Background: an optimization exercise with open tools, aiming at small area, a short achievable clock period and few clock cycles. Do not read the settings as production practice. The RTL was checked by simulation tests, not by an equivalence proof against the original design. Power and IR drop assume default switching activity.

==> design/flow/design.v <==
module fir_mul
(
  input  wire [15:0] a,
  input  wire [8:0]  one,
  input  wire [7:0]  two,
  input  wire [7:0]  neg,
  output wire [15:0] m
);
  wire pp1;
  wire pp2;
  wire pp3;
  wire pp4;
  wire pp5;
  wire pp6;
  wire pp7;
  wire pp8;
  wire pp9;
  wire pp10;
  wire pp11;
  wire pp12;
  wire pp13;
  wire pp14;
  wire pp15;
  wire pp16;
  wire pp17;
  wire pp18;
  wire pp19;
  wire pp20;
  wire pp21;
  wire pp22;
  wire pp23;
  wire pp24;
  wire pp25;
  wire pp26;
  wire pp27;
  wire pp28;
  wire pp29;
  wire pp30;
  wire pp31;
  wire pp32;
  wire pp33;
  wire pp34;
  wire pp35;
  wire pp36;
  wire pp37;
  wire pp38;
  wire pp39;
  wire pp40;
  wire pp41;
  wire pp42;
  wire pp43;
  wire pp44;
  wire pp45;
  wire pp46;
  wire pp47;
  wire pp48;
  wire pp49;
  wire pp50;
  wire pp51;
  wire pp52;
  wire pp53;
  wire pp54;
  wire pp55;
  wire pp56;
  wire pp57;
  wire pp58;
  wire pp59;
  wire pp60;
  wire pp61;
  wire pp62;
  wire pp63;
  wire pp64;
  wire pp65;
  wire pp66;
  wire pp67;
  wire pp68;
  wire pp69;
  wire pp70;
  wire pp71;
  wire pp72;
  wire pp73;
  wire pp74;
  wire pp75;
  wire pp76;
  wire pp77;
  wire pp78;
  wire pp79;
  wire pp80;
  wire pp81;
  wire pp82;
  wire pp83;
  wire pp84;
  wire pp85;
  wire pp86;
  wire pp87;
  wire pp88;
  wire pp89;
  wire pp90;
  wire pp91;
  wire pp92;
  wire pp93;
  wire pp94;
  wire pp95;
  wire pp96;
  wire pp97;
  wire pp98;
  wire pp99;
  wire pp100;
  wire pp101;
  wire pp102;
  wire pp103;
  wire pp104;
  wire pp105;
  wire pp106;
  wire pp107;
  wire pp108;
  wire pp109;
  wire pp110;
  wire pp111;
  wire pp112;
  wire pp113;
  wire pp114;
  wire pp115;
  wire pp116;
  wire pp117;
  wire pp118;
  wire pp119;
  wire pp120;
  wire pp121;
  wire pp122;
  wire pp123;
  wire pp124;
  wire pp125;
  wire pp126;
  wire pp127;
  wire pp128;
  wire pp129;
  wire pp130;
  wire pp131;
  wire pp132;
  wire pp133;
  wire pp134;
  wire pp135;
  wire pp136;
  wire pp137;
  wire pp138;
  wire pp139;
  wire pp140;
  wire pp141;
  wire pp142;
  wire pp143;
  wire pp144;
  wire pp145;
  wire pp146;
  wire pp147;
  wire pp148;
  wire pp149;
  wire pp150;
  wire pp151;
  wire pp152;
  wire s153;
  wire c154;
  wire s155;
  wire c156;
  wire s157;
  wire c158;
  wire s159;
  wire c160;
  wire s161;
  wire c162;
  wire s163;
  wire c164;
  wire s165;
  wire c166;
  wire s167;
  wire c168;
  wire s169;
  wire c170;
  wire s171;
  wire c172;
  wire s173;
  wire c174;
  wire s175;
  wire c176;
  wire s177;
  wire c178;
  wire s179;
  wire c180;
  wire s181;
  wire c182;
  wire s183;
  wire c184;
  wire s185;
  wire c186;
  wire s187;
  wire c188;
  wire s189;
  wire c190;
  wire s191;
  wire c192;
  wire s193;
  wire c194;
  wire s195;
  wire c196;
  wire s197;
  wire c198;
  wire s199;
  wire c200;
  wire s201;
  wire c202;
  wire s203;
  wire c204;
  wire s205;
  wire c206;
  wire s207;
  wire c208;
  wire s209;
  wire c210;
  wire s211;
  wire c212;
  wire s213;
  wire c214;
  wire s215;
  wire c216;
  wire s217;
  wire c218;
  wire s219;
  wire c220;
  wire s221;
  wire c222;
  wire s223;
  wire c224;
  wire s225;
  wire c226;
  wire s227;
  wire c228;
  wire s229;
  wire c230;
  wire s231;
  wire c232;
  wire s233;
  wire c234;
  wire s235;
  wire c236;
  wire s237;
  wire c238;
  wire s239;
  wire c240;
  wire s241;
  wire c242;
  wire s243;
  wire c244;
  wire s245;
  wire c246;
  wire s247;
  wire c248;
  wire s249;
  wire c250;
  wire s251;
  wire c252;
  wire s253;
  wire c254;
  wire s255;
  wire c256;
  wire s257;
  wire c258;
  wire s259;
  wire c260;
  wire s261;
  wire c262;
  wire s263;
  wire c264;
  wire s265;
  wire c266;
  wire s267;
  wire c268;
  wire s269;
  wire c270;
  wire s271;
  wire c272;
  wire s273;
  wire c274;
  wire s275;
  wire c276;
  wire s277;
  wire c278;
  wire s279;
  wire c280;
  wire s281;
  wire c282;
  wire s283;
  wire c284;
  wire s285;
  wire c286;
  wire s287;
  wire c288;
  wire s289;
  wire c290;
  wire s291;
  wire c292;
  wire s293;
  wire c294;
  wire s295;
  wire c296;
  wire s297;
  wire c298;
  wire s299;
  wire c300;
  wire s301;
  wire c302;
  wire s303;
  wire c304;
  wire s305;
  wire c306;
  wire s307;
  wire c308;
  wire s309;
  wire c310;
  wire s311;
  wire c312;
  wire s313;
  wire c314;
  wire s315;
  wire c316;
  wire s317;
  wire c318;
  wire s319;
  wire c320;
  wire s321;
  wire c322;
  wire s323;
  wire c324;
  wire s325;
  wire c326;
  wire s327;
  wire c328;
  wire s329;
  wire c330;
  wire s331;
  wire c332;
  wire s333;
  wire c334;
  wire s335;
  wire c336;
  wire s337;
  wire c338;
  wire s339;
  wire c340;
  wire s341;
  wire c342;
  wire s343;
  wire c344;
  wire s345;
  wire c346;
  wire s347;
  wire c348;
  wire s349;
  wire c350;
  wire s351;
  wire c352;
  wire s353;
  wire c354;
  wire s355;
  wire c356;
  wire s357;
  wire c358;
  wire s359;
  wire c360;
  wire s361;
  wire c362;
  wire s363;
  wire c364;
  wire s365;
  wire c366;
  wire s367;
  wire c368;
  wire s369;
  wire c370;
  wire s371;
  wire c372;
  wire s373;
  wire c374;
  wire s375;
  wire c376;
  wire s377;
  wire c378;
  wire s379;
  wire c380;
  wire s381;
  wire c382;
  wire s383;
  wire c384;
  wire s385;
  wire c386;
  wire s387;
  wire c388;
  wire s389;
  wire c390;
  wire s391;
  wire c392;
  wire s393;
  wire c394;
  wire s395;
  wire c396;
  wire s397;
  wire c398;
  wire s399;
  wire c400;
  wire s401;
  wire c402;
  wire s403;
  wire c404;
  wire s405;
  wire c406;
  wire s407;
  wire c408;
  wire s409;
  wire c410;
  wire s411;
  wire c412;
  wire s413;
  wire c414;
  assign pp1 = ((one[0] & a[0])) ^ neg[0];
  assign pp2 = ((one[0] & a[1]) | (two[0] & a[0])) ^ neg[0];
  assign pp3 = ((one[0] & a[2]) | (two[0] & a[1])) ^ neg[0];
  assign pp4 = ((one[0] & a[3]) | (two[0] & a[2])) ^ neg[0];
  assign pp5 = ((one[0] & a[4]) | (two[0] & a[3])) ^ neg[0];
  assign pp6 = ((one[0] & a[5]) | (two[0] & a[4])) ^ neg[0];
  assign pp7 = ((one[0] & a[6]) | (two[0] & a[5])) ^ neg[0];
  assign pp8 = ((one[0] & a[7]) | (two[0] & a[6])) ^ neg[0];
  assign pp9 = ((one[0] & a[8]) | (two[0] & a[7])) ^ neg[0];
  assign pp10 = ((one[0] & a[9]) | (two[0] & a[8])) ^ neg[0];
  assign pp11 = ((one[0] & a[10]) | (two[0] & a[9])) ^ neg[0];
  assign pp12 = ((one[0] & a[11]) | (two[0] & a[10])) ^ neg[0];
  assign pp13 = ((one[0] & a[12]) | (two[0] & a[11])) ^ neg[0];
  assign pp14 = ((one[0] & a[13]) | (two[0] & a[12])) ^ neg[0];
  assign pp15 = ((one[0] & a[14]) | (two[0] & a[13])) ^ neg[0];
  assign pp16 = ((one[0] & a[15]) | (two[0] & a[14])) ^ neg[0];
  assign pp17 = ((two[0] & a[15])) ^ neg[0];
  assign pp18 = ((one[1] & a[0])) ^ neg[1];
  assign pp19 = ((one[1] & a[1]) | (two[1] & a[0])) ^ neg[1];
  assign pp20 = ((one[1] & a[2]) | (two[1] & a[1])) ^ neg[1];
  assign pp21 = ((one[1] & a[3]) | (two[1] & a[2])) ^ neg[1];
  assign pp22 = ((one[1] & a[4]) | (two[1] & a[3])) ^ neg[1];
  assign pp23 = ((one[1] & a[5]) | (two[1] & a[4])) ^ neg[1];
  assign pp24 = ((one[1] & a[6]) | (two[1] & a[5])) ^ neg[1];
  assign pp25 = ((one[1] & a[7]) | (two[1] & a[6])) ^ neg[1];
  assign pp26 = ((one[1] & a[8]) | (two[1] & a[7])) ^ neg[1];
  assign pp27 = ((one[1] & a[9]) | (two[1] & a[8])) ^ neg[1];
  assign pp28 = ((one[1] & a[10]) | (two[1] & a[9])) ^ neg[1];
  assign pp29 = ((one[1] & a[11]) | (two[1] & a[10])) ^ neg[1];
  assign pp30 = ((one[1] & a[12]) | (two[1] & a[11])) ^ neg[1];
  assign pp31 = ((one[1] & a[13]) | (two[1] & a[12])) ^ neg[1];
  assign pp32 = ((one[1] & a[14]) | (two[1] & a[13])) ^ neg[1];
  assign pp33 = ((one[1] & a[15]) | (two[1] & a[14])) ^ neg[1];
  assign pp34 = ((two[1] & a[15])) ^ neg[1];
  assign pp35 = ((one[2] & a[0])) ^ neg[2];
  assign pp36 = ((one[2] & a[1]) | (two[2] & a[0])) ^ neg[2];
  assign pp37 = ((one[2] & a[2]) | (two[2] & a[1])) ^ neg[2];
  assign pp38 = ((one[2] & a[3]) | (two[2] & a[2])) ^ neg[2];
  assign pp39 = ((one[2] & a[4]) | (two[2] & a[3])) ^ neg[2];
  assign pp40 = ((one[2] & a[5]) | (two[2] & a[4])) ^ neg[2];
  assign pp41 = ((one[2] & a[6]) | (two[2] & a[5])) ^ neg[2];
  assign pp42 = ((one[2] & a[7]) | (two[2] & a[6])) ^ neg[2];
  assign pp43 = ((one[2] & a[8]) | (two[2] & a[7])) ^ neg[2];
  assign pp44 = ((one[2] & a[9]) | (two[2] & a[8])) ^ neg[2];
  assign pp45 = ((one[2] & a[10]) | (two[2] & a[9])) ^ neg[2];
  assign pp46 = ((one[2] & a[11]) | (two[2] & a[10])) ^ neg[2];
  assign pp47 = ((one[2] & a[12]) | (two[2] & a[11])) ^ neg[2];
  assign pp48 = ((one[2] & a[13]) | (two[2] & a[12])) ^ neg[2];
  assign pp49 = ((one[2] & a[14]) | (two[2] & a[13])) ^ neg[2];
  assign pp50 = ((one[2] & a[15]) | (two[2] & a[14])) ^ neg[2];
  assign pp51 = ((two[2] & a[15])) ^ neg[2];
  assign pp52 = ((one[3] & a[0])) ^ neg[3];
  assign pp53 = ((one[3] & a[1]) | (two[3] & a[0])) ^ neg[3];
  assign pp54 = ((one[3] & a[2]) | (two[3] & a[1])) ^ neg[3];
  assign pp55 = ((one[3] & a[3]) | (two[3] & a[2])) ^ neg[3];
  assign pp56 = ((one[3] & a[4]) | (two[3] & a[3])) ^ neg[3];
  assign pp57 = ((one[3] & a[5]) | (two[3] & a[4])) ^ neg[3];
  assign pp58 = ((one[3] & a[6]) | (two[3] & a[5])) ^ neg[3];
  assign pp59 = ((one[3] & a[7]) | (two[3] & a[6])) ^ neg[3];
  assign pp60 = ((one[3] & a[8]) | (two[3] & a[7])) ^ neg[3];
  assign pp61 = ((one[3] & a[9]) | (two[3] & a[8])) ^ neg[3];
  assign pp62 = ((one[3] & a[10]) | (two[3] & a[9])) ^ neg[3];
  assign pp63 = ((one[3] & a[11]) | (two[3] & a[10])) ^ neg[3];
  assign pp64 = ((one[3] & a[12]) | (two[3] & a[11])) ^ neg[3];
  assign pp65 = ((one[3] & a[13]) | (two[3] & a[12])) ^ neg[3];
  assign pp66 = ((one[3] & a[14]) | (two[3] & a[13])) ^ neg[3];
  assign pp67 = ((one[3] & a[15]) | (two[3] & a[14])) ^ neg[3];
  assign pp68 = ((two[3] & a[15])) ^ neg[3];
  assign pp69 = ((one[4] & a[0])) ^ neg[4];
  assign pp70 = ((one[4] & a[1]) | (two[4] & a[0])) ^ neg[4];
  assign pp71 = ((one[4] & a[2]) | (two[4] & a[1])) ^ neg[4];
  assign pp72 = ((one[4] & a[3]) | (two[4] & a[2])) ^ neg[4];
  assign pp73 = ((one[4] & a[4]) | (two[4] & a[3])) ^ neg[4];
  assign pp74 = ((one[4] & a[5]) | (two[4] & a[4])) ^ neg[4];
  assign pp75 = ((one[4] & a[6]) | (two[4] & a[5])) ^ neg[4];
  assign pp76 = ((one[4] & a[7]) | (two[4] & a[6])) ^ neg[4];
  assign pp77 = ((one[4] & a[8]) | (two[4] & a[7])) ^ neg[4];
  assign pp78 = ((one[4] & a[9]) | (two[4] & a[8])) ^ neg[4];
  assign pp79 = ((one[4] & a[10]) | (two[4] & a[9])) ^ neg[4];
  assign pp80 = ((one[4] & a[11]) | (two[4] & a[10])) ^ neg[4];
  assign pp81 = ((one[4] & a[12]) | (two[4] & a[11])) ^ neg[4];
  assign pp82 = ((one[4] & a[13]) | (two[4] & a[12])) ^ neg[4];
  assign pp83 = ((one[4] & a[14]) | (two[4] & a[13])) ^ neg[4];
  assign pp84 = ((one[4] & a[15]) | (two[4] & a[14])) ^ neg[4];
  assign pp85 = ((two[4] & a[15])) ^ neg[4];
  assign pp86 = ((one[5] & a[0])) ^ neg[5];
  assign pp87 = ((one[5] & a[1]) | (two[5] & a[0])) ^ neg[5];
  assign pp88 = ((one[5] & a[2]) | (two[5] & a[1])) ^ neg[5];
  assign pp89 = ((one[5] & a[3]) | (two[5] & a[2])) ^ neg[5];
  assign pp90 = ((one[5] & a[4]) | (two[5] & a[3])) ^ neg[5];
  assign pp91 = ((one[5] & a[5]) | (two[5] & a[4])) ^ neg[5];
  assign pp92 = ((one[5] & a[6]) | (two[5] & a[5])) ^ neg[5];
  assign pp93 = ((one[5] & a[7]) | (two[5] & a[6])) ^ neg[5];
  assign pp94 = ((one[5] & a[8]) | (two[5] & a[7])) ^ neg[5];
  assign pp95 = ((one[5] & a[9]) | (two[5] & a[8])) ^ neg[5];
  assign pp96 = ((one[5] & a[10]) | (two[5] & a[9])) ^ neg[5];
  assign pp97 = ((one[5] & a[11]) | (two[5] & a[10])) ^ neg[5];
  assign pp98 = ((one[5] & a[12]) | (two[5] & a[11])) ^ neg[5];
  assign pp99 = ((one[5] & a[13]) | (two[5] & a[12])) ^ neg[5];
  assign pp100 = ((one[5] & a[14]) | (two[5] & a[13])) ^ neg[5];
  assign pp101 = ((one[5] & a[15]) | (two[5] & a[14])) ^ neg[5];
  assign pp102 = ((two[5] & a[15])) ^ neg[5];
  assign pp103 = ((one[6] & a[0])) ^ neg[6];
  assign pp104 = ((one[6] & a[1]) | (two[6] & a[0])) ^ neg[6];
  assign pp105 = ((one[6] & a[2]) | (two[6] & a[1])) ^ neg[6];
  assign pp106 = ((one[6] & a[3]) | (two[6] & a[2])) ^ neg[6];
  assign pp107 = ((one[6] & a[4]) | (two[6] & a[3])) ^ neg[6];
  assign pp108 = ((one[6] & a[5]) | (two[6] & a[4])) ^ neg[6];
  assign pp109 = ((one[6] & a[6]) | (two[6] & a[5])) ^ neg[6];
  assign pp110 = ((one[6] & a[7]) | (two[6] & a[6])) ^ neg[6];
  assign pp111 = ((one[6] & a[8]) | (two[6] & a[7])) ^ neg[6];
  assign pp112 = ((one[6] & a[9]) | (two[6] & a[8])) ^ neg[6];
  assign pp113 = ((one[6] & a[10]) | (two[6] & a[9])) ^ neg[6];
  assign pp114 = ((one[6] & a[11]) | (two[6] & a[10])) ^ neg[6];
  assign pp115 = ((one[6] & a[12]) | (two[6] & a[11])) ^ neg[6];
  assign pp116 = ((one[6] & a[13]) | (two[6] & a[12])) ^ neg[6];
  assign pp117 = ((one[6] & a[14]) | (two[6] & a[13])) ^ neg[6];
  assign pp118 = ((one[6] & a[15]) | (two[6] & a[14])) ^ neg[6];
  assign pp119 = ((two[6] & a[15])) ^ neg[6];
  assign pp120 = ((one[7] & a[0])) ^ neg[7];
  assign pp121 = ((one[7] & a[1]) | (two[7] & a[0])) ^ neg[7];
  assign pp122 = ((one[7] & a[2]) | (two[7] & a[1])) ^ neg[7];
  assign pp123 = ((one[7] & a[3]) | (two[7] & a[2])) ^ neg[7];
  assign pp124 = ((one[7] & a[4]) | (two[7] & a[3])) ^ neg[7];
  assign pp125 = ((one[7] & a[5]) | (two[7] & a[4])) ^ neg[7];
  assign pp126 = ((one[7] & a[6]) | (two[7] & a[5])) ^ neg[7];
  assign pp127 = ((one[7] & a[7]) | (two[7] & a[6])) ^ neg[7];
  assign pp128 = ((one[7] & a[8]) | (two[7] & a[7])) ^ neg[7];
  assign pp129 = ((one[7] & a[9]) | (two[7] & a[8])) ^ neg[7];
  assign pp130 = ((one[7] & a[10]) | (two[7] & a[9])) ^ neg[7];
  assign pp131 = ((one[7] & a[11]) | (two[7] & a[10])) ^ neg[7];
  assign pp132 = ((one[7] & a[12]) | (two[7] & a[11])) ^ neg[7];
  assign pp133 = ((one[7] & a[13]) | (two[7] & a[12])) ^ neg[7];
  assign pp134 = ((one[7] & a[14]) | (two[7] & a[13])) ^ neg[7];
  assign pp135 = ((one[7] & a[15]) | (two[7] & a[14])) ^ neg[7];
  assign pp136 = ((two[7] & a[15])) ^ neg[7];
  assign pp137 = one[8] & a[0];
  assign pp138 = one[8] & a[1];
  assign pp139 = one[8] & a[2];
  assign pp140 = one[8] & a[3];
  assign pp141 = one[8] & a[4];
  assign pp142 = one[8] & a[5];
  assign pp143 = one[8] & a[6];
  assign pp144 = one[8] & a[7];
  assign pp145 = one[8] & a[8];
  assign pp146 = one[8] & a[9];
  assign pp147 = one[8] & a[10];
  assign pp148 = one[8] & a[11];
  assign pp149 = one[8] & a[12];
  assign pp150 = one[8] & a[13];
  assign pp151 = one[8] & a[14];
  assign pp152 = one[8] & a[15];
  assign s153 = pp11 ^ pp26;
  assign c154 = pp11 & pp26;
  assign s155 = pp12 ^ pp27;
  assign c156 = pp12 & pp27;
  assign s157 = pp13 ^ pp28 ^ pp43;
  assign c158 = (pp13 & pp28) | (pp13 & pp43) | (pp28 & pp43);
  assign s159 = pp58 ^ pp73;
  assign c160 = pp58 & pp73;
  assign s161 = pp14 ^ pp29 ^ pp44;
  assign c162 = (pp14 & pp29) | (pp14 & pp44) | (pp29 & pp44);
  assign s163 = pp59 ^ pp74;
  assign c164 = pp59 & pp74;
  assign s165 = pp15 ^ pp30 ^ pp45;
  assign c166 = (pp15 & pp30) | (pp15 & pp45) | (pp30 & pp45);
  assign s167 = pp60 ^ pp75 ^ pp90;
  assign c168 = (pp60 & pp75) | (pp60 & pp90) | (pp75 & pp90);
  assign s169 = pp105 ^ pp120;
  assign c170 = pp105 & pp120;
  assign s171 = pp16 ^ pp31 ^ pp46;
  assign c172 = (pp16 & pp31) | (pp16 & pp46) | (pp31 & pp46);
  assign s173 = pp61 ^ pp76 ^ pp91;
  assign c174 = (pp61 & pp76) | (pp61 & pp91) | (pp76 & pp91);
  assign s175 = pp106 ^ pp121;
  assign c176 = pp106 & pp121;
  assign s177 = pp17 ^ pp32 ^ pp47;
  assign c178 = (pp17 & pp32) | (pp17 & pp47) | (pp32 & pp47);
  assign s179 = pp62 ^ pp77 ^ pp92;
  assign c180 = (pp62 & pp77) | (pp62 & pp92) | (pp77 & pp92);
  assign s181 = pp107 ^ pp122 ^ pp137;
  assign c182 = (pp107 & pp122) | (pp107 & pp137) | (pp122 & pp137);
  assign s183 = pp33 ^ pp48 ^ pp63;
  assign c184 = (pp33 & pp48) | (pp33 & pp63) | (pp48 & pp63);
  assign s185 = pp78 ^ pp93 ^ pp108;
  assign c186 = (pp78 & pp93) | (pp78 & pp108) | (pp93 & pp108);
  assign s187 = pp123 ^ pp138 ^ neg[0];
  assign c188 = (pp123 & pp138) | (pp123 & neg[0]) | (pp138 & neg[0]);
  assign s189 = pp34 ^ pp49 ^ pp64;
  assign c190 = (pp34 & pp49) | (pp34 & pp64) | (pp49 & pp64);
  assign s191 = pp79 ^ pp94 ^ pp109;
  assign c192 = (pp79 & pp94) | (pp79 & pp109) | (pp94 & pp109);
  assign s193 = pp124 ^ pp139 ^ neg[0];
  assign c194 = (pp124 & pp139) | (pp124 & neg[0]) | (pp139 & neg[0]);
  assign s195 = pp50 ^ pp65 ^ pp80;
  assign c196 = (pp50 & pp65) | (pp50 & pp80) | (pp65 & pp80);
  assign s197 = pp95 ^ pp110 ^ pp125;
  assign c198 = (pp95 & pp110) | (pp95 & pp125) | (pp110 & pp125);
  assign s199 = pp140 ^ ~neg[0] ^ ~neg[1];
  assign c200 = (pp140 & ~neg[0]) | (pp140 & ~neg[1]) | (~neg[0] & ~neg[1]);
  assign s201 = pp51 ^ pp66 ^ pp81;
  assign c202 = (pp51 & pp66) | (pp51 & pp81) | (pp66 & pp81);
  assign s203 = pp96 ^ pp111 ^ pp126;
  assign c204 = (pp96 & pp111) | (pp96 & pp126) | (pp111 & pp126);
  assign s205 = pp141 ^ 1'b1;
  assign c206 = pp141 & 1'b1;
  assign s207 = pp67 ^ pp82 ^ pp97;
  assign c208 = (pp67 & pp82) | (pp67 & pp97) | (pp82 & pp97);
  assign s209 = pp112 ^ pp127 ^ pp142;
  assign c210 = (pp112 & pp127) | (pp112 & pp142) | (pp127 & pp142);
  assign s211 = pp68 ^ pp83 ^ pp98;
  assign c212 = (pp68 & pp83) | (pp68 & pp98) | (pp83 & pp98);
  assign s213 = pp113 ^ pp128;
  assign c214 = pp113 & pp128;
  assign s215 = pp84 ^ pp99 ^ pp114;
  assign c216 = (pp84 & pp99) | (pp84 & pp114) | (pp99 & pp114);
  assign s217 = pp85 ^ pp100;
  assign c218 = pp85 & pp100;
  assign s219 = pp7 ^ pp22;
  assign c220 = pp7 & pp22;
  assign s221 = pp8 ^ pp23;
  assign c222 = pp8 & pp23;
  assign s223 = pp9 ^ pp24 ^ pp39;
  assign c224 = (pp9 & pp24) | (pp9 & pp39) | (pp24 & pp39);
  assign s225 = pp54 ^ pp69;
  assign c226 = pp54 & pp69;
  assign s227 = pp10 ^ pp25 ^ pp40;
  assign c228 = (pp10 & pp25) | (pp10 & pp40) | (pp25 & pp40);
  assign s229 = pp55 ^ pp70;
  assign c230 = pp55 & pp70;
  assign s231 = s153 ^ pp41 ^ pp56;
  assign c232 = (s153 & pp41) | (s153 & pp56) | (pp41 & pp56);
  assign s233 = pp71 ^ pp86 ^ neg[5];
  assign c234 = (pp71 & pp86) | (pp71 & neg[5]) | (pp86 & neg[5]);
  assign s235 = c154 ^ s155 ^ pp42;
  assign c236 = (c154 & s155) | (c154 & pp42) | (s155 & pp42);
  assign s237 = pp57 ^ pp72 ^ pp87;
  assign c238 = (pp57 & pp72) | (pp57 & pp87) | (pp72 & pp87);
  assign s239 = c156 ^ s157 ^ s159;
  assign c240 = (c156 & s157) | (c156 & s159) | (s157 & s159);
  assign s241 = pp88 ^ pp103 ^ neg[6];
  assign c242 = (pp88 & pp103) | (pp88 & neg[6]) | (pp103 & neg[6]);
  assign s243 = c158 ^ c160 ^ s161;
  assign c244 = (c158 & c160) | (c158 & s161) | (c160 & s161);
  assign s245 = s163 ^ pp89 ^ pp104;
  assign c246 = (s163 & pp89) | (s163 & pp104) | (pp89 & pp104);
  assign s247 = c162 ^ c164 ^ s165;
  assign c248 = (c162 & c164) | (c162 & s165) | (c164 & s165);
  assign s249 = s167 ^ s169 ^ neg[7];
  assign c250 = (s167 & s169) | (s167 & neg[7]) | (s169 & neg[7]);
  assign s251 = c166 ^ c168 ^ c170;
  assign c252 = (c166 & c168) | (c166 & c170) | (c168 & c170);
  assign s253 = s171 ^ s173 ^ s175;
  assign c254 = (s171 & s173) | (s171 & s175) | (s173 & s175);
  assign s255 = c172 ^ c174 ^ c176;
  assign c256 = (c172 & c174) | (c172 & c176) | (c174 & c176);
  assign s257 = s177 ^ s179 ^ s181;
  assign c258 = (s177 & s179) | (s177 & s181) | (s179 & s181);
  assign s259 = c178 ^ c180 ^ c182;
  assign c260 = (c178 & c180) | (c178 & c182) | (c180 & c182);
  assign s261 = s183 ^ s185 ^ s187;
  assign c262 = (s183 & s185) | (s183 & s187) | (s185 & s187);
  assign s263 = c184 ^ c186 ^ c188;
  assign c264 = (c184 & c186) | (c184 & c188) | (c186 & c188);
  assign s265 = s189 ^ s191 ^ s193;
  assign c266 = (s189 & s191) | (s189 & s193) | (s191 & s193);
  assign s267 = c190 ^ c192 ^ c194;
  assign c268 = (c190 & c192) | (c190 & c194) | (c192 & c194);
  assign s269 = s195 ^ s197 ^ s199;
  assign c270 = (s195 & s197) | (s195 & s199) | (s197 & s199);
  assign s271 = c196 ^ c198 ^ c200;
  assign c272 = (c196 & c198) | (c196 & c200) | (c198 & c200);
  assign s273 = s201 ^ s203 ^ s205;
  assign c274 = (s201 & s203) | (s201 & s205) | (s203 & s205);
  assign s275 = c202 ^ c204 ^ c206;
  assign c276 = (c202 & c204) | (c202 & c206) | (c204 & c206);
  assign s277 = s207 ^ s209 ^ ~neg[2];
  assign c278 = (s207 & s209) | (s207 & ~neg[2]) | (s209 & ~neg[2]);
  assign s279 = c208 ^ c210 ^ s211;
  assign c280 = (c208 & c210) | (c208 & s211) | (c210 & s211);
  assign s281 = s213 ^ pp143 ^ 1'b1;
  assign c282 = (s213 & pp143) | (s213 & 1'b1) | (pp143 & 1'b1);
  assign s283 = c212 ^ c214 ^ s215;
  assign c284 = (c212 & c214) | (c212 & s215) | (c214 & s215);
  assign s285 = pp129 ^ pp144 ^ ~neg[3];
  assign c286 = (pp129 & pp144) | (pp129 & ~neg[3]) | (pp144 & ~neg[3]);
  assign s287 = c216 ^ s217 ^ pp115;
  assign c288 = (c216 & s217) | (c216 & pp115) | (s217 & pp115);
  assign s289 = pp130 ^ pp145 ^ 1'b1;
  assign c290 = (pp130 & pp145) | (pp130 & 1'b1) | (pp145 & 1'b1);
  assign s291 = c218 ^ pp101 ^ pp116;
  assign c292 = (c218 & pp101) | (c218 & pp116) | (pp101 & pp116);
  assign s293 = pp131 ^ pp146 ^ ~neg[4];
  assign c294 = (pp131 & pp146) | (pp131 & ~neg[4]) | (pp146 & ~neg[4]);
  assign s295 = pp102 ^ pp117 ^ pp132;
  assign c296 = (pp102 & pp117) | (pp102 & pp132) | (pp117 & pp132);
  assign s297 = pp147 ^ 1'b1;
  assign c298 = pp147 & 1'b1;
  assign s299 = pp118 ^ pp133 ^ pp148;
  assign c300 = (pp118 & pp133) | (pp118 & pp148) | (pp133 & pp148);
  assign s301 = pp119 ^ pp134;
  assign c302 = pp119 & pp134;
  assign s303 = pp5 ^ pp20;
  assign c304 = pp5 & pp20;
  assign s305 = pp6 ^ pp21;
  assign c306 = pp6 & pp21;
  assign s307 = s219 ^ pp37 ^ pp52;
  assign c308 = (s219 & pp37) | (s219 & pp52) | (pp37 & pp52);
  assign s309 = c220 ^ s221 ^ pp38;
  assign c310 = (c220 & s221) | (c220 & pp38) | (s221 & pp38);
  assign s311 = c222 ^ s223 ^ s225;
  assign c312 = (c222 & s223) | (c222 & s225) | (s223 & s225);
  assign s313 = c224 ^ c226 ^ s227;
  assign c314 = (c224 & c226) | (c224 & s227) | (c226 & s227);
  assign s315 = c228 ^ c230 ^ s231;
  assign c316 = (c228 & c230) | (c228 & s231) | (c230 & s231);
  assign s317 = c232 ^ c234 ^ s235;
  assign c318 = (c232 & c234) | (c232 & s235) | (c234 & s235);
  assign s319 = c236 ^ c238 ^ s239;
  assign c320 = (c236 & c238) | (c236 & s239) | (c238 & s239);
  assign s321 = c240 ^ c242 ^ s243;
  assign c322 = (c240 & c242) | (c240 & s243) | (c242 & s243);
  assign s323 = c244 ^ c246 ^ s247;
  assign c324 = (c244 & c246) | (c244 & s247) | (c246 & s247);
  assign s325 = c248 ^ c250 ^ s251;
  assign c326 = (c248 & c250) | (c248 & s251) | (c250 & s251);
  assign s327 = c252 ^ c254 ^ s255;
  assign c328 = (c252 & c254) | (c252 & s255) | (c254 & s255);
  assign s329 = c256 ^ c258 ^ s259;
  assign c330 = (c256 & c258) | (c256 & s259) | (c258 & s259);
  assign s331 = c260 ^ c262 ^ s263;
  assign c332 = (c260 & c262) | (c260 & s263) | (c262 & s263);
  assign s333 = c264 ^ c266 ^ s267;
  assign c334 = (c264 & c266) | (c264 & s267) | (c266 & s267);
  assign s335 = c268 ^ c270 ^ s271;
  assign c336 = (c268 & c270) | (c268 & s271) | (c270 & s271);
  assign s337 = c272 ^ c274 ^ s275;
  assign c338 = (c272 & c274) | (c272 & s275) | (c274 & s275);
  assign s339 = c276 ^ c278 ^ s279;
  assign c340 = (c276 & c278) | (c276 & s279) | (c278 & s279);
  assign s341 = c280 ^ c282 ^ s283;
  assign c342 = (c280 & c282) | (c280 & s283) | (c282 & s283);
  assign s343 = c284 ^ c286 ^ s287;
  assign c344 = (c284 & c286) | (c284 & s287) | (c286 & s287);
  assign s345 = c288 ^ c290 ^ s291;
  assign c346 = (c288 & c290) | (c288 & s291) | (c290 & s291);
  assign s347 = c292 ^ c294 ^ s295;
  assign c348 = (c292 & c294) | (c292 & s295) | (c294 & s295);
  assign s349 = c296 ^ c298 ^ s299;
  assign c350 = (c296 & c298) | (c296 & s299) | (c298 & s299);
  assign s351 = c300 ^ s301 ^ pp149;
  assign c352 = (c300 & s301) | (c300 & pp149) | (s301 & pp149);
  assign s353 = c302 ^ pp135 ^ pp150;
  assign c354 = (c302 & pp135) | (c302 & pp150) | (pp135 & pp150);
  assign s355 = pp136 ^ pp151;
  assign c356 = pp136 & pp151;
  assign s357 = pp3 ^ pp18;
  assign c358 = pp3 & pp18;
  assign s359 = pp4 ^ pp19;
  assign c360 = pp4 & pp19;
  assign s361 = s303 ^ pp35 ^ neg[2];
  assign c362 = (s303 & pp35) | (s303 & neg[2]) | (pp35 & neg[2]);
  assign s363 = c304 ^ s305 ^ pp36;
  assign c364 = (c304 & s305) | (c304 & pp36) | (s305 & pp36);
  assign s365 = c306 ^ s307 ^ neg[3];
  assign c366 = (c306 & s307) | (c306 & neg[3]) | (s307 & neg[3]);
  assign s367 = c308 ^ s309 ^ pp53;
  assign c368 = (c308 & s309) | (c308 & pp53) | (s309 & pp53);
  assign s369 = c310 ^ s311 ^ neg[4];
  assign c370 = (c310 & s311) | (c310 & neg[4]) | (s311 & neg[4]);
  assign s371 = c312 ^ s313 ^ s229;
  assign c372 = (c312 & s313) | (c312 & s229) | (s313 & s229);
  assign s373 = c314 ^ s315 ^ s233;
  assign c374 = (c314 & s315) | (c314 & s233) | (s315 & s233);
  assign s375 = c316 ^ s317 ^ s237;
  assign c376 = (c316 & s317) | (c316 & s237) | (s317 & s237);
  assign s377 = c318 ^ s319 ^ s241;
  assign c378 = (c318 & s319) | (c318 & s241) | (s319 & s241);
  assign s379 = c320 ^ s321 ^ s245;
  assign c380 = (c320 & s321) | (c320 & s245) | (s321 & s245);
  assign s381 = c322 ^ s323 ^ s249;
  assign c382 = (c322 & s323) | (c322 & s249) | (s323 & s249);
  assign s383 = c324 ^ s325 ^ s253;
  assign c384 = (c324 & s325) | (c324 & s253) | (s325 & s253);
  assign s385 = c326 ^ s327 ^ s257;
  assign c386 = (c326 & s327) | (c326 & s257) | (s327 & s257);
  assign s387 = c328 ^ s329 ^ s261;
  assign c388 = (c328 & s329) | (c328 & s261) | (s329 & s261);
  assign s389 = c330 ^ s331 ^ s265;
  assign c390 = (c330 & s331) | (c330 & s265) | (s331 & s265);
  assign s391 = c332 ^ s333 ^ s269;
  assign c392 = (c332 & s333) | (c332 & s269) | (s333 & s269);
  assign s393 = c334 ^ s335 ^ s273;
  assign c394 = (c334 & s335) | (c334 & s273) | (s335 & s273);
  assign s395 = c336 ^ s337 ^ s277;
  assign c396 = (c336 & s337) | (c336 & s277) | (s337 & s277);
  assign s397 = c338 ^ s339 ^ s281;
  assign c398 = (c338 & s339) | (c338 & s281) | (s339 & s281);
  assign s399 = c340 ^ s341 ^ s285;
  assign c400 = (c340 & s341) | (c340 & s285) | (s341 & s285);
  assign s401 = c342 ^ s343 ^ s289;
  assign c402 = (c342 & s343) | (c342 & s289) | (s343 & s289);
  assign s403 = c344 ^ s345 ^ s293;
  assign c404 = (c344 & s345) | (c344 & s293) | (s345 & s293);
  assign s405 = c346 ^ s347 ^ s297;
  assign c406 = (c346 & s347) | (c346 & s297) | (s347 & s297);
  assign s407 = c348 ^ s349 ^ ~neg[5];
  assign c408 = (c348 & s349) | (c348 & ~neg[5]) | (s349 & ~neg[5]);
  assign s409 = c350 ^ s351 ^ 1'b1;
  assign c410 = (c350 & s351) | (c350 & 1'b1) | (s351 & 1'b1);
  assign s411 = c352 ^ s353 ^ ~neg[6];
  assign c412 = (c352 & s353) | (c352 & ~neg[6]) | (s353 & ~neg[6]);
  assign s413 = c354 ^ s355 ^ 1'b1;
  assign c414 = (c354 & s355) | (c354 & 1'b1) | (s355 & 1'b1);
  wire [30:0] r0 = {c412, c410, c408, c406, c404, c402, c400, c398, c396, c394, c392, c390, c388, c386, c384, c382, c380, c378, c376, c374, c372, c370, c368, c366, c364, c362, c360, c358, s357, pp2, pp1};
  wire [30:0] r1 = {s413, s411, s409, s407, s405, s403, s401, s399, s397, s395, s393, s391, s389, s387, s385, s383, s381, s379, s377, s375, s373, s371, s369, s367, s365, s363, s361, s359, neg[1], 1'b0, neg[0]};
  wire [30:0] p = r0 + r1;
  assign m = p[30:15];
endmodule
module fir_booth
(
  input  wire [15:0] b,
  output wire [8:0]  one,
  output wire [7:0]  two,
  output wire [7:0]  neg
);
  wire [16:0] bx = {b, 1'b0};
  genvar i;
  generate
    for (i = 0; i < 8; i = i + 1) begin : dig
      wire h = bx[2*i+2], m = bx[2*i+1], l = bx[2*i];
      assign one[i] = m ^ l;
      assign two[i] = (h & ~m & ~l) | (~h & m & l);
      assign neg[i] = h & ~(m & l);
    end
  endgenerate
  assign one[8] = b[15];
endmodule
module ahb_lite_fir_filter
(
  input  wire        clk,
  input  wire        n_rst,
  input  wire        hsel,
  input  wire [3:0]  haddr,
  input  wire        hsize,
  input  wire [1:0]  htrans,
  input  wire        hwrite,
  input  wire [15:0] hwdata,
  output reg  [15:0] hrdata,
  output reg         hresp
);
  wire xfer   = hsel & (htrans == 2'd2);
  wire wr_ok  = (haddr >= 4'd4) & (haddr <= 4'd14);
  always_comb hresp = xfer & (hwrite ? ~wr_ok : (haddr == 4'd15));
  reg        wp;           
  reg [3:0]  pa;           
  reg        ps;           
  always_ff @(posedge clk, negedge n_rst)
    if (!n_rst) wp <= 1'b0;
    else        wp <= xfer & hwrite & wr_ok;
  always_ff @(posedge clk) begin
    pa <= haddr;
    ps <= hsize;
  end
  wire wlo = wp & (ps | ~pa[0]);
  wire whi = wp & (ps |  pa[0]);
  reg [15:0] smp;                  
  reg [15:0] f0, f1, f2, f3;       
  reg [15:0] c0, c1, c2, c3;       
  reg [15:0] x1, x2;               
  reg [17:0] acc;                  
  reg [15:0] res;                  
  reg        err;
  reg [15:0] mr;                   
  reg [15:0] ma;                   
  reg [8:0]  bone;                 
  reg [7:0]  btwo, bneg;
  reg s_0;                         
  reg u;                           
  reg s_c1;                        
  reg s_c2;                        
  reg s_c3;                        
  reg s_a3;                        
  reg g2;                          
  wire sel_smp = pa[3:1] == 3'd2;
  wire start   = wp & sel_smp;
  wire load    = wp & (pa == 4'd14) & hwdata[0];
  wire [15:0] smp_n = {whi & sel_smp ? hwdata[15:8] : smp[15:8],
                       wlo & sel_smp ? hwdata[7:0]  : smp[7:0]};
  reg  [15:0] bn;
  wire [8:0]  bn_one;
  wire [7:0]  bn_two, bn_neg;
  wire [15:0] m;
  always_comb begin
    if (start)     bn = c0;
    else if (s_0)  bn = c1;
    else if (s_c1) bn = c2;
    else           bn = c3;
  end
  fir_booth ENC (.b(bn), .one(bn_one), .two(bn_two), .neg(bn_neg));
  always_ff @(posedge clk) begin
    if (start)     ma <= smp_n;
    else if (s_0)  ma <= smp;
    else if (s_c1) ma <= x1;
    else           ma <= x2;
    bone <= bn_one;
    btwo <= bn_two;
    bneg <= bn_neg;
  end
  fir_mul MUL (.a(ma), .one(bone), .two(btwo), .neg(bneg), .m(m));
  wire        sub  = g2 | s_c3;
  wire [17:0] opa  = s_c2 ? 18'd0 : acc;
  wire [17:0] sum  = sub ? opa - {2'b0, mr} : opa + {2'b0, mr};
  wire err_now = (~acc[17] & acc[16]) | (acc[17] & (mr > acc[15:0]));
  always_ff @(posedge clk)
    mr <= m;
  always_ff @(posedge clk, negedge n_rst) begin
    if (!n_rst) begin
      smp <= '0;
      f0 <= '0; f1 <= '0; f2 <= '0; f3 <= '0;
      c0 <= '0; c1 <= '0; c2 <= '0; c3 <= '0;
      x1 <= '0; x2 <= '0;
      acc <= '0;
      res <= '0;
      err <= 1'b0;
      s_0 <= 1'b0; u <= 1'b0; s_c1 <= 1'b0; s_c2 <= 1'b0; s_c3 <= 1'b0;
      s_a3 <= 1'b0; g2 <= 1'b0;
    end else begin
      smp <= smp_n;
      if (wlo && pa[3:1] == 3'd3) f0[7:0]  <= hwdata[7:0];
      if (whi && pa[3:1] == 3'd3) f0[15:8] <= hwdata[15:8];
      if (wlo && pa[3:1] == 3'd4) f1[7:0]  <= hwdata[7:0];
      if (whi && pa[3:1] == 3'd4) f1[15:8] <= hwdata[15:8];
      if (wlo && pa[3:1] == 3'd5) f2[7:0]  <= hwdata[7:0];
      if (whi && pa[3:1] == 3'd5) f2[15:8] <= hwdata[15:8];
      if (wlo && pa[3:1] == 3'd6) f3[7:0]  <= hwdata[7:0];
      if (whi && pa[3:1] == 3'd6) f3[15:8] <= hwdata[15:8];
      if (start) begin
        x1 <= smp;
        x2 <= x1;
      end
      s_0  <= start | load;
      u    <= start;
      s_c1 <= s_0;
      g2   <= s_0 & u;
      s_c2 <= s_c1;
      s_c3 <= s_c2;
      s_a3 <= s_c3;
      if (load) begin
        c0 <= f0; c1 <= f1; c2 <= f2; c3 <= f3;
      end
      if (load)
        err <= 1'b0;
      else if (g2)
        err <= err_now;
      if (g2)
        res <= sum[17] ? 16'd0 - sum[15:0] : sum[15:0];
      if (s_c2 | s_c3 | s_a3)
        acc <= sum;
    end
  end
  reg [7:0] blo, bhi;
  always_comb begin
    case (pa[3:1])
      3'd0:    begin blo = {7'b0, s_0}; bhi = {7'b0, g2 ? err_now : err}; end
      3'd1:    begin blo = res[7:0];     bhi = res[15:8];   end
      3'd2:    begin blo = smp[7:0];     bhi = smp[15:8];   end
      3'd3:    begin blo = f0[7:0];      bhi = f0[15:8];    end
      3'd4:    begin blo = f1[7:0];      bhi = f1[15:8];    end
      3'd5:    begin blo = f2[7:0];      bhi = f2[15:8];    end
      3'd6:    begin blo = f3[7:0];      bhi = f3[15:8];    end
      default: begin blo = 8'd0;         bhi = 8'd0;        end
    endcase
    hrdata = {(ps | pa[0]) ? bhi : 8'd0, (ps | ~pa[0]) ? blo : 8'd0};
  end
endmodule
==> design/flow/flow/run.sh <==
#!/bin/bash
set -uo pipefail
export SETUP_SLACK_MARGIN=6.0
export BUFFER_PORTS_ARGS="-buffer_cell sky130_fd_sc_hd__buf_2"
bash standard.sh > standard.log 2>&1
==> design/flow/standard.sh <==
#!/bin/bash
# synth_recipe.tcl (not shown) runs the flow's synth.tcl, then flattens the netlist and writes it again
# the make line also repeats each setting of config.mk as NAME=value (left out here)
make -C /OpenROAD-flow-scripts/flow DESIGN_CONFIG=/design/flow/config.mk WORK_HOME=/design/flow/orfs CLKGATE_MAP_FILE= SYNTH_SCRIPT=/design/flow/synth_recipe.tcl "${@:-finish}"
==> design/flow/config.mk <==
export PLATFORM = sky130hd
export DESIGN_NAME = ahb_lite_fir_filter
export DESIGN_NICKNAME = ahb_lite_fir_filter
export VERILOG_FILES = /design/flow/design.v
export SDC_FILE = /design/flow/constraint.sdc
export NUM_CORES = 4
export LEC_CHECK = 0
export CAP_MARGIN = 20
export CORE_MARGIN = 2
export CORE_UTILIZATION = 40
export CTS_BUF_LIST = sky130_fd_sc_hd__clkbuf_8
export SLEW_MARGIN = 20
==> design/flow/constraint.sdc <==
create_clock -name core_clock -period 11.0 [get_ports {clk}]
set_input_delay 2.2000 -clock core_clock [delete_from_list [all_inputs] [get_ports {clk}]]
set_output_delay 2.2000 -clock core_clock [all_outputs]
set_load 0.01 [all_outputs]
==> results of run 1 <==
## critical path, cell delays in order, from the launching register on
cell and delay, ns:
dfrtp_1 0.37, inv_2 0.07, ha_4 0.26, nand4_1 0.24, nor2_2 0.21, o31ai_4 0.11, a2111oi_4 0.42, o21ai_1 0.10
a21oi_1 0.20, buf_2 0.17
## stage by stage
| step | std cells | power, uW | hold slack, ns | worst slack, ns | utilization (%) |
|---|---|---|---|---|---|
| 6_report | 2835 | 3858 | 0.4554 | 6.023 | 45.03 |
| 2_1_floorplan | 2106 | 2423 | 0.3519 | 5.978 | - |
| 3_5_place_dp | 2699 | 2846 | 0.4325 | 5.441 | 41.58 |
| 5_1_grt | 2835 | 4124 | 0.4760 | 5.913 | 45.03 |
| 3_3_place_gp | 2699 | 2822 | 0.4222 | 5.476 | 41.57 |
| 4_1_cts | 2793 | 3802 | 0.4548 | 5.872 | 43.87 |
## flip-flops by register name (all words and copies together) (netlist names), 4 cells and up
signal and count:
btwo 8, bneg 8, x2 16, res 16
acc 18, c2 16, c0 16, c3 16
c1 16, bone 9, ma 16, f3 16
smp 16, f0 16, mr 16, f2 16
f1 16, x1 16, pa 4
## layer usage
layer	track usage, %	share of wire [%]	wire (um)
met2	32.27	46	24880
met4	5.229	2.1	1124
met3	3.388	5.6	3037
met1	29.84	47	25260
met5	0	0	0
## cells by family after synthesis
logic type | Yosys count | synth area share (%)
xor gates and xnor gates | 176 | 7.687
muxes | 200 | 11.02
AOI/OAI and AO/OA | 431 | 14.47
DFF | 281 | 33.52
buffers and inverters | 347 | 6.638
adders and majority gates | 195 | 16.10
and+or+nand+nor | 476 | 10.58
## worst max path at each step
stage               slack [ns]  cells past startpoint                 from             end
floorplan                 5.98                     18      bneg[0]$_DFF_P_  mr[10]$_DFF_P_
global placement          5.48                     17      bneg[4]$_DFF_P_  mr[15]$_DFF_P_
detailed placement        5.44                     17      bneg[4]$_DFF_P_  mr[15]$_DFF_P_
CTS                       5.87                     11   acc[9]$_DFFE_PN0P_       hrdata[8]
global route              5.91                     11   acc[1]$_DFFE_PN0P_       hrdata[8]
finish                    6.02                      9  acc[14]$_DFFE_PN0P_       hrdata[8]
## repair_timing
action                                  CTS  global route
pin swaps                                 6            12
endpoints found under the setup margin   28            14
gates resized for setup                  59            61
buffers inserted                          6            42
## layout make-up
class	instances	area share [%]
well taps	672	3.744
inverters	206	3.443
multi-input cells	1478	54.66
repair buffers	110	3.432
clock inverters	31	0.7522
clock buffers	57	3.494
flip-flops and latches	281	30.48
## synth_stat cells (42+ instances only)
cell,count,area [um^2]
a22oi_1,130,975.9
fa_1,105,2102
nor2_1,132,495.5
nand2_1,210,788.3
xor2_1,42,367.9
dfrtp_1,219,5480
dfxtp_1,62,1241
o21ai_0,78,390.4
clkbuf_1,123,461.7
inv_1,202,758.2
mux2i_1,43,430.4
mux2_2,156,1757
xnor2_1,134,1174
a21oi_1,83,415.4
ha_1,90,1126
## power by group through the flow
stage	combinational [uW]	clock, uW	sequential, uW
5_1_grt	1900	1000	1220
4_1_cts	1640	953	1210
2_1_floorplan	1230	0	1190
3_5_place_dp	1620	0	1230
3_3_place_gp	1600	0	1230
6_report	1720	927	1210
==> notes.md, run 1 <==
commonest cells after routing, fill and taps aside inv_1, dfrtp_1, nand2_1; Post-synth ARST share between 70 and 80%; Die Wd 227.9 um; Non-Filler Cell Area, Final 22460 um^2; min Tclk post-route 4.977 ns; Worst Path Required 8.80 ns; Pleak around 0.01 uW; WHS Path Cells 1; switching power between 1500 and 2000 uW; Seq cells post-synth roughly 280; Die Area 51940 um^2; Final ANT Viol Nets 0; htree depth 2; largest net degree at the start of global routing 98; highest clock rate 200.9 MHz; setup violators final 0; Syn Nets roughly 2.3k; hold path startpoint u$_DFF_PN0_; switching part of the total 41.48%; reg2reg path depth 17; num ports 44; internal power 2257 uW; global route overflow 0; CTS clk-pin slew, worst paths 0.06 ns; CP startpoint kind flip-flop; maxcap violations 0; input/output buffers between 40 and 50; Sequential Power Share 31.3%; Post-Route WL 54.30 mm; worst r2r src ma[14]$_DFF_P_; synthesized area 20050 um^2; GRT Util Overall about a fifth; drt drc 0; status no timing/DRC/antenna violations; syn avg cell area between 9 and 10 um^2; Peak supply drop 0.0001804 V; CTS Sinks 281; Post-DP Area a little over 20000 um^2; Combinational Power Share between 40 and 50%; reg2reg end mr[10]$_DFF_P_; DRT iter0 DRCs 1055; sequential element share of the synthesized area 33.52%; hold endpoint g2$_DFF_PN0_; # rows 82; drt pass-1 iters 6; root buffer cell clkbuf_8; routed len/inst about 19 um; CTS tree yes; Max-slew headroom approximately 33%; most common cell after layout, fill and taps aside inv_1; max-slew violations 0; latest clock arrival within the worst-skew pair 0.62 ns; Final Skew about 0.037 ns; fin nets 2346; share of cells above drive strength 1 between 20 and 25%; EDFF count, synth 0; final worst-path cycle share ~45%; RSZ-0062 raised after global routing yes; FF-to-FF setup slack 6.15 ns; pwr/cell area 171.8 nW/um^2; Worst Path Max Fanout 3; Arrival @ worst endpoint 2.78 ns; Hold Path Class flip-flop to flip-flop; initial core utilization 40.22%; post-DP HPWL 39.07 mm; Num CTS Buffers 47; Via density around 5.4; diodes inserted 0; Bufs on Longest Clock Path 3; multi-input gate area in the final layout between 10000 and 15000 um^2; initial antenna violation count 0; first-pass GRT wire length 86.26 mm; vias in the first global route 15.12k; area delta synth->final 11.97%; worst slew pin tran about 1 ns; post-synth cell types 76; via count 15.32k; clock power share 24.0%; register area 6844 um^2; core area roughly 50000 um^2; cts hold-fix bufs 0; GPL Wtd Cong 0.8771; Filler cells 4827; Critical Path Sink Type output port; Die Y 227.9 um; YS warnings 1; accumulated negative setup slack 0 ns; Synth Flop Type dfrtp_1; Final Hold Vio Count 0; Cells after Synth 2106; Crit Path Class flip-flop to output port
Testbench counts, summed over its fixed seeds: cycles 4,104.
==> run 2: changes to the inputs <==
--- a/design/flow/config.mk
+++ b/design/flow/config.mk
@@ -8,5 +8,6 @@
 export CAP_MARGIN = 20
 export CORE_MARGIN = 2
 export CORE_UTILIZATION = 40
-export CTS_BUF_LIST = sky130_fd_sc_hd__clkbuf_8
+export CTS_BUF_LIST = sky130_fd_sc_hd__clkbuf_4
+export CTS_CLUSTER_SIZE = 30
 export SLEW_MARGIN = 20
==> notes.md, run 2 <==
commonest cells after routing, fill and taps aside dfrtp_1, nand2_1, inv_1 (was inv_1, dfrtp_1, nand2_1); Pleak 0.01042 uW (was 0.01026 uW); Num CTS Buffers 76 (was 47); initial core utilization 40.22% (unchanged); final worst-path cycle share 47.42% (was 45.25%); Crit Path Class flip-flop to output port (unchanged); cts hold-fix bufs 0 (unchanged); latest clock arrival within the worst-skew pair 0.82 ns (was 0.62 ns); worst slew pin tran 0.9478 ns (was 0.9982 ns); Die Y 227.9 um (unchanged); FF-to-FF setup slack 6.17 ns (was 6.15 ns); Critical Path Sink Type output port (unchanged); reg2reg path depth 18 (was 17); Arrival @ worst endpoint 3.02 ns (was 2.78 ns); share of cells above drive strength 1 23.50% (was 20.30%); max FFs per register 18 (unchanged); DRT iter0 DRCs 1037 (was 1055); fin nets 2399 (was 2346); num ports 44 (unchanged); sequential element share of the synthesized area 33.52% (unchanged); Peak supply drop 0.0001792 V (was 0.0001804 V); CTS Sinks 281 (unchanged); Hold Path Class flip-flop to flip-flop (unchanged); reg2reg end mr[10]$_DFF_P_ (unchanged); max-slew violations 0 (unchanged); Final Hold Vio Count 0 (unchanged); largest net degree at the start of global routing 98 (unchanged); Via density 5.402 (was 5.405); CP startpoint acc[14]$_DFFE_PN0P_ (unchanged); Synth Flop Type dfrtp_1 (unchanged); most common cell after layout, fill and taps aside dfrtp_1 (was inv_1); post-synth cell types 76 (unchanged); highest clock rate 191.7 MHz (was 200.9 MHz); post-DP HPWL 39.07 mm (unchanged); initial antenna violation count 2 (was 0); Largest Register acc (unchanged); WHS Path Cells 1 (unchanged); input/output buffers 43 (unchanged); min Tclk post-route 5.216 ns (was 4.977 ns); Final Skew 0.08921 ns (was 0.03712 ns); drt pass-1 iters 7 (was 6); first-pass GRT wire length 86.58 mm (was 86.26 mm); global route overflow 0 (unchanged); Synth area leader dfrtp_1 (unchanged); status no timing/DRC/antenna violations (unchanged); via count 15.71k (was 15.32k); pwr/cell area 171.0 nW/um^2 (was 171.8 nW/um^2); commonest cells in the netlist dfrtp_1, nand2_1, inv_1 (unchanged); worst r2r src ma[11]$_DFF_P_ (was ma[14]$_DFF_P_); Bufs on Longest Clock Path 3 (unchanged); vias in the first global route 15.38k (was 15.12k); Combinational Power Share 43.7% (was 44.6%); GRT Util Overall 20.83% (was 20.66%); post-synth top area share 27.33% (unchanged); CTS tree yes (unchanged); RSZ-0062 raised after global routing yes (unchanged); Layout Utilization 45.55% (was 45.03%); Final ANT Viol Nets 0 (unchanged); Die Wd 227.9 um (unchanged); synthesized area 20050 um^2 (unchanged); hold endpoint g2$_DFF_PN0_ (unchanged); # rows 82 (unchanged); Die Area 51940 um^2 (unchanged); Synth area leaders dfrtp_1, fa_1, mux2_2, dfxtp_1, xnor2_1 (unchanged); GPL Wtd Cong 0.8771 (unchanged); hold path startpoint u$_DFF_PN0_ (unchanged); routed len/inst 18.92 um (was 19.15 um); setup violators final 0 (unchanged); Worst Path Max Fanout 3 (unchanged); area delta synth->final 13.26% (was 11.97%); Cells after Synth 2106 (unchanged); drt drc 0 (unchanged); htree depth 3 (was 2); EDFF count, synth 0 (unchanged); Post-Route WL 55.03 mm (was 54.30 mm); YS warnings 1 (unchanged); CP startpoint kind flip-flop (unchanged); Sequential Power Share 31.0% (was 31.3%); switching part of the total 41.06% (was 41.48%); maxcap violations 0 (unchanged); internal power 2289 uW (was 2257 uW); CTS clk-pin slew, worst paths 0.06 ns (about the same); accumulated negative setup slack 0 ns (unchanged); clock power share 25.3% (was 24.0%); core area 49860 um^2 (unchanged); count leader, synth dfrtp_1 (unchanged); Seq cells post-synth 281 (unchanged); Max-slew headroom 35.18% (was 33.05%); Post-synth ARST share 77.94% (unchanged); Syn Nets 2328 (unchanged); root buffer cell clkbuf_4 (was clkbuf_8); syn avg cell area 9.522 um^2 (unchanged); Worst Path Required 8.80 ns (about the same); switching power 1595 uW (was 1600 uW); Filler cells 4838 (was 4827)
[run 2: cell counts after synthesis]
Identical to the previous run, type by type.
[run 2: layout make-up]
class | count | area [um^2] | area share (%)
tap | 672 | 840.8 | 3.702
multi-input combinational | 1478 | 12250 | 53.94
inverter | 206 | 775.7 | 3.415
antenna | 3 | 7.507 | 0.03305
clock buffer | 120 | 900.9 | 3.966
sequential | 281 | 6840 | 30.12
timing repair buffer | 134 | 973.4 | 4.286
clock inverter | 15 | 123.9 | 0.5454
[run 2: power by group through the flow]
stage	clock [uW]	combinational, uW	sequential, uW
5_1_grt	1070	1880	1220
3_5_place_dp	0	1620	1230
4_1_cts	1010	1650	1210
6_report	982	1700	1210
3_3_place_gp	0	1600	1230
2_1_floorplan	0	1230	1190
[run 2: worst max-delay path, stage by stage (launching register included)]
cell and delay [ns]:
dfrtp_1 0.36, inv_1 0.07, ha_1 0.30, nand4_1 0.21
nor2_1 0.20, o31ai_2 0.12, a2111oi_4 0.45, o21ai_1 0.11
a21oi_1 0.20, buf_2 0.17
[run 2: what timing repair did]
item | 4_1_cts | 5_1_grt
resized for setup | 56 | 63
setup buffers | 8 | 64
pin swaps | 6 | 19
setup endpoints to repair | 29 | 22
[run 2: metal layers]
layer	routed length (um)	GRT usage [%]	up-vias	part of all wire, %
met2	25370	32.37	472	46
li1	-	-	7381	-
met3	2990	4.113	86	5.4
met4	1074	5.474	0	2.0
met1	25600	29.69	7775	47
met5	0	0	-	0
[run 2: stage by stage]
step	worst slack, ns	instance area (um^2)	std cells	hold WS, ns	total power (uW)
after floorplan	5.978	20060	2106	0.3519	2423
after global placement	5.476	20730	2699	0.4222	2822
after detailed placement	5.441	20730	2699	0.4325	2846
after CTS	5.708	21990	2842	0.4477	3872
after global routing	5.675	22710	2909	0.4701	4164
final	5.784	22710	2909	0.4473	3884
[run 2: worst max path at each step]
stage / endpoint / slack (ns) / depth (start not counted)
2_1_floorplan: mr[10]$_DFF_P_ / 5.98 / 18
3_3_place_gp: mr[15]$_DFF_P_ / 5.48 / 17
3_5_place_dp: mr[15]$_DFF_P_ / 5.44 / 17
4_1_cts: hrdata[8] / 5.71 / 9
5_1_grt: hrdata[8] / 5.68 / 9
6_report: hrdata[8] / 5.78 / 9
[run 2: logic make-up (layout without fill, tap and decap cells)]
logic type / Yosys count / count (layout) / synth area share (%)
other: 0 / 3 / 0
XOR/XNOR: 176 / 176 / 7.687
adder cells (fa/ha/maj): 195 / 195 / 16.10
multiplexers: 200 / 200 / 11.02
AND/OR/NAND/NOR: 476 / 476 / 10.58
buffers and inverters: 347 / 475 / 6.638
flip-flops: 281 / 281 / 33.52
AO/OA/AOI/OAI: 431 / 431 / 14.47
==> run 3: changes to the inputs <==
--- a/design/flow/config.mk
+++ b/design/flow/config.mk
@@ -8,6 +8,4 @@
 export CAP_MARGIN = 20
 export CORE_MARGIN = 2
 export CORE_UTILIZATION = 40
-export CTS_BUF_LIST = sky130_fd_sc_hd__clkbuf_4
-export CTS_CLUSTER_SIZE = 30
 export SLEW_MARGIN = 20
==> notes.md, run 3 <==
diodes inserted 0 (was 3); vias in the first global route 14.99k (was 15.38k); hold path startpoint s_c3$_DFF_PN0_ (was u$_DFF_PN0_); post-synth top area share 27.33% (unchanged); min Tclk post-route 4.944 ns (was 5.216 ns); drt pass-1 iters 5 (was 7); highest clock rate 202.3 MHz (was 191.7 MHz); Post-Route WL 54.54 mm (was 55.03 mm); GPL Wtd Cong 0.8771 (unchanged); CP startpoint kind flip-flop (unchanged); Seq cells post-synth 281 (unchanged); largest net degree at the start of global routing 98 (unchanged); reg2reg path depth 16 (was 18); via count 15.34k (was 15.71k); Synth Area in Simple Gates 10.58% (unchanged); Synth area leaders dfrtp_1, fa_1, mux2_2, dfxtp_1, xnor2_1 (unchanged); GRT Util Overall 20.58% (was 20.83%); htree depth 2 (was 3); routed len/inst 19.38 um (was 18.92 um); Non-Filler Cell Area, Final 22630 um^2 (was 22710 um^2); Syn Nets 2328 (unchanged); Post-synth ARST share 77.94% (unchanged); Worst Path Max Fanout 3 (unchanged); maxcap violations 0 (unchanged); Synth Flop Type dfrtp_1 (unchanged); post-synthesis mux area share 11.02% (unchanged); sequential element share of the synthesized area 33.52% (unchanged); xor/xnor share of the synthesized area 7.687% (unchanged); most common cell after layout, fill and taps aside dfrtp_1 (unchanged); commonest cells after routing, fill and taps aside dfrtp_1, nand2_1, inv_1 (unchanged); Synth Area in Adders 16.10% (unchanged); Die Area 51940 um^2 (unchanged); share of cells above drive strength 1 19.93% (was 23.50%); first-pass GRT wire length 85.88 mm (was 86.58 mm); commonest cells in the netlist dfrtp_1, nand2_1, inv_1 (unchanged); max-slew violations 0 (unchanged); Final Hold Vio Count 0 (unchanged); final hold slack 0.4519 ns (was 0.4473 ns); core area 49860 um^2 (unchanged); setup violators final 0 (unchanged); Peak supply drop 0.0001745 V (was 0.0001792 V); reg2reg end mr[10]$_DFF_P_ (unchanged); global route overflow 0 (unchanged); fin nets 2341 (was 2399); Max-slew headroom 29.73% (was 35.18%); Crit Path Class flip-flop to output port (unchanged); EDFF count, synth 0 (unchanged); initial antenna violation count 0 (was 2); worst slew pin tran 1.027 ns (was 0.9478 ns); worst r2r src ma[0]$_DFF_P_ (was ma[11]$_DFF_P_); Worst Path Required 8.80 ns (about the same); accumulated negative setup slack 0 ns (unchanged); Final ANT Viol Nets 0 (unchanged); latest clock arrival within the worst-skew pair 0.55 ns (was 0.82 ns); input/output buffers 43 (unchanged); area delta synth->final 12.83% (was 13.26%); Hold Path Class flip-flop to flip-flop (unchanged); Synth area leader dfrtp_1 (unchanged); Final Skew 0.02770 ns (was 0.08921 ns); FF-to-FF setup slack 6.14 ns (was 6.17 ns); Crit path largest cell delay 0.44 ns (was 0.45 ns); final worst-path cycle share 44.94% (was 47.42%); Largest Register acc (unchanged); largest family of logic cells by synthesized area adder cells (unchanged); synthesized area 20050 um^2 (unchanged); post-DP HPWL 39.07 mm (unchanged); CTS Sinks 281 (unchanged); max FFs per register 18 (unchanged); Filler cells 4795 (was 4838); YS warnings 1 (unchanged); hold endpoint s_a3$_DFF_PN0_ (was g2$_DFF_PN0_); drt drc 0 (unchanged); Num CTS Buffers 34 (was 76); Die Wd 227.9 um (unchanged); root buffer cell clkbuf_16 (was clkbuf_4); Arrival @ worst endpoint 2.74 ns (was 3.02 ns); Pleak 0.01028 uW (was 0.01042 uW); # rows 82 (unchanged); count leader, synth dfrtp_1 (unchanged); RSZ-0062 raised after global routing yes (unchanged); Layout Utilization 45.38% (was 45.55%); status no timing/DRC/antenna violations (unchanged); Critical Path Sink Type output port (unchanged); DRT iter0 DRCs 1056 (was 1037); Via density 5.452 (was 5.402); CTS clk-pin slew, worst paths 0.06 ns (about the same); Bufs on Longest Clock Path 3 (unchanged); Crit-path slowest cell a2111oi_4 (unchanged); WHS Path Cells 0 (was 1); num ports 44 (unchanged); worst-path cell chain inv_1 -> ha_1 -> nand4_1 -> nor2_1 -> o31ai_2 -> a2111oi_4 -> o21ai_1 -> a21oi_1 -> buf_2 (unchanged); Cells after Synth 2106 (unchanged); Die Y 227.9 um (unchanged); post-synth cell types 76 (unchanged); pwr/cell area 176.4 nW/um^2 (was 171.0 nW/um^2); Post-DP Area 20730 um^2 (unchanged); CTS tree yes (unchanged); syn avg cell area 9.522 um^2 (unchanged); initial core utilization 40.22% (unchanged); Compound-Gate Fraction of Synth Area 14.47% (unchanged)
-- run 3: cell counts after synthesis --
No cell type changed its count.
-- run 3: cell families (layout without fill, tap and decap cells) --
kind of cell | Yosys count | in the layout
flops | 281 | 281
mux | 200 | 200
simple gates | 476 | 476
fa+ha+maj | 195 | 195
buf+inv | 347 | 383
compound gates | 431 | 431
xor+xnor | 176 | 176
-- run 3: power breakdown --
part	total, uW	internal (uW)	switching (uW)
logic	1700	630	1070
clock network	1090	643	445
registers	1210	1120	89.9
total	3990	2390	1600
-- run 3: critical path: cells and delay by family (launching register included) --
kind            cells  cell delay [ns]
compound gates      4             0.87
fa+ha+maj           1             0.30
buf+inv             2             0.24
flops               1             0.36
simple gates        2             0.42
-- run 3: area by class of cell --
| class | count | area, um^2 | area share (%) |
|---|---|---|---|
| well taps | 672 | 840.8 | 3.716 |
| inverters | 206 | 773.2 | 3.417 |
| clock inverters | 11 | 105.1 | 0.4645 |
| repair buffers | 118 | 853.3 | 3.771 |
| flip-flops and latches | 281 | 6842 | 30.23 |
| multi-input cells | 1478 | 12240 | 54.09 |
| clock buffers | 48 | 973.4 | 4.302 |
-- run 3: metal layers --
metal  wire [um]  up-vias  global-route usage, %
li1            -     7199                      -
met1       25280     7595                  29.82
met2       24750      457                  31.99
met3        3249       90                  3.300
met4        1258        0                  5.372
met5           0        -                      0
-- run 3: per-stage QoR --
stage / total power [uW] / setup WS [ns] / cells
after floorplan: 2423 / 5.978 / 2106
after global placement: 2822 / 5.476 / 2699
after detailed placement: 2846 / 5.441 / 2699
after CTS: 3959 / 5.957 / 2759
after global routing: 4253 / 5.921 / 2814
final: 3992 / 6.056 / 2814
-- run 3: timing repair --
item,CTS,global route
pin swaps,5,15
setup endpoints to repair,27,17
endpoints found under the hold margin,0,0
buffers inserted,1,55
gates resized for setup,67,48
hold buffers,0,0
-- run 3: worst max path at each step --
| stage | endpoint | cells past startpoint | from | slack [ns] |
|---|---|---|---|---|
| global placement | mr[15]$_DFF_P_ | 17 | bneg[4]$_DFF_P_ | 5.48 |
| detailed placement | mr[15]$_DFF_P_ | 17 | bneg[4]$_DFF_P_ | 5.44 |
| floorplan | mr[10]$_DFF_P_ | 18 | bneg[0]$_DFF_P_ | 5.98 |
| global route | mr[15]$_DFF_P_ | 19 | ma[9]$_DFF_P_ | 5.92 |
| finish | hrdata[8] | 9 | acc[14]$_DFFE_PN0P_ | 6.06 |
| CTS | hrdata[8] | 11 | acc[9]$_DFFE_PN0P_ | 5.96 |

==> re-timing with driven ports <==
The flow's constraints put no driver on any port. The routed layouts listed below were extracted and timed again, unchanged, in two steps. Step 1 sets driving cells, clkbuf_16 on the clock port and buf_2 on the other inputs (assumed; they add their load-dependent delay and slew). Step 2 also shifts input and output timing later by t, the mid clock arrival at the registers, as if the neighbouring blocks saw the same clock. Three values: ideal, step 1, step 2; two values: the first two.
run | shift t [ns] | setup slack, ns | worst setup path at the end
run 1 | 0.657 | 6.023 / 5.969 / 6.037 | input to output
run 2 | 0.827 | 5.784 / 5.732 / 6.037 | input to output
run 3 | 0.595 | 6.056 / 5.998 / 6.037 | input to output
After both steps every run listed still meets setup and hold. The setup slack of run 3, which loses most, moves by -0.058 ns with the drivers and by -0.019 ns with both steps.
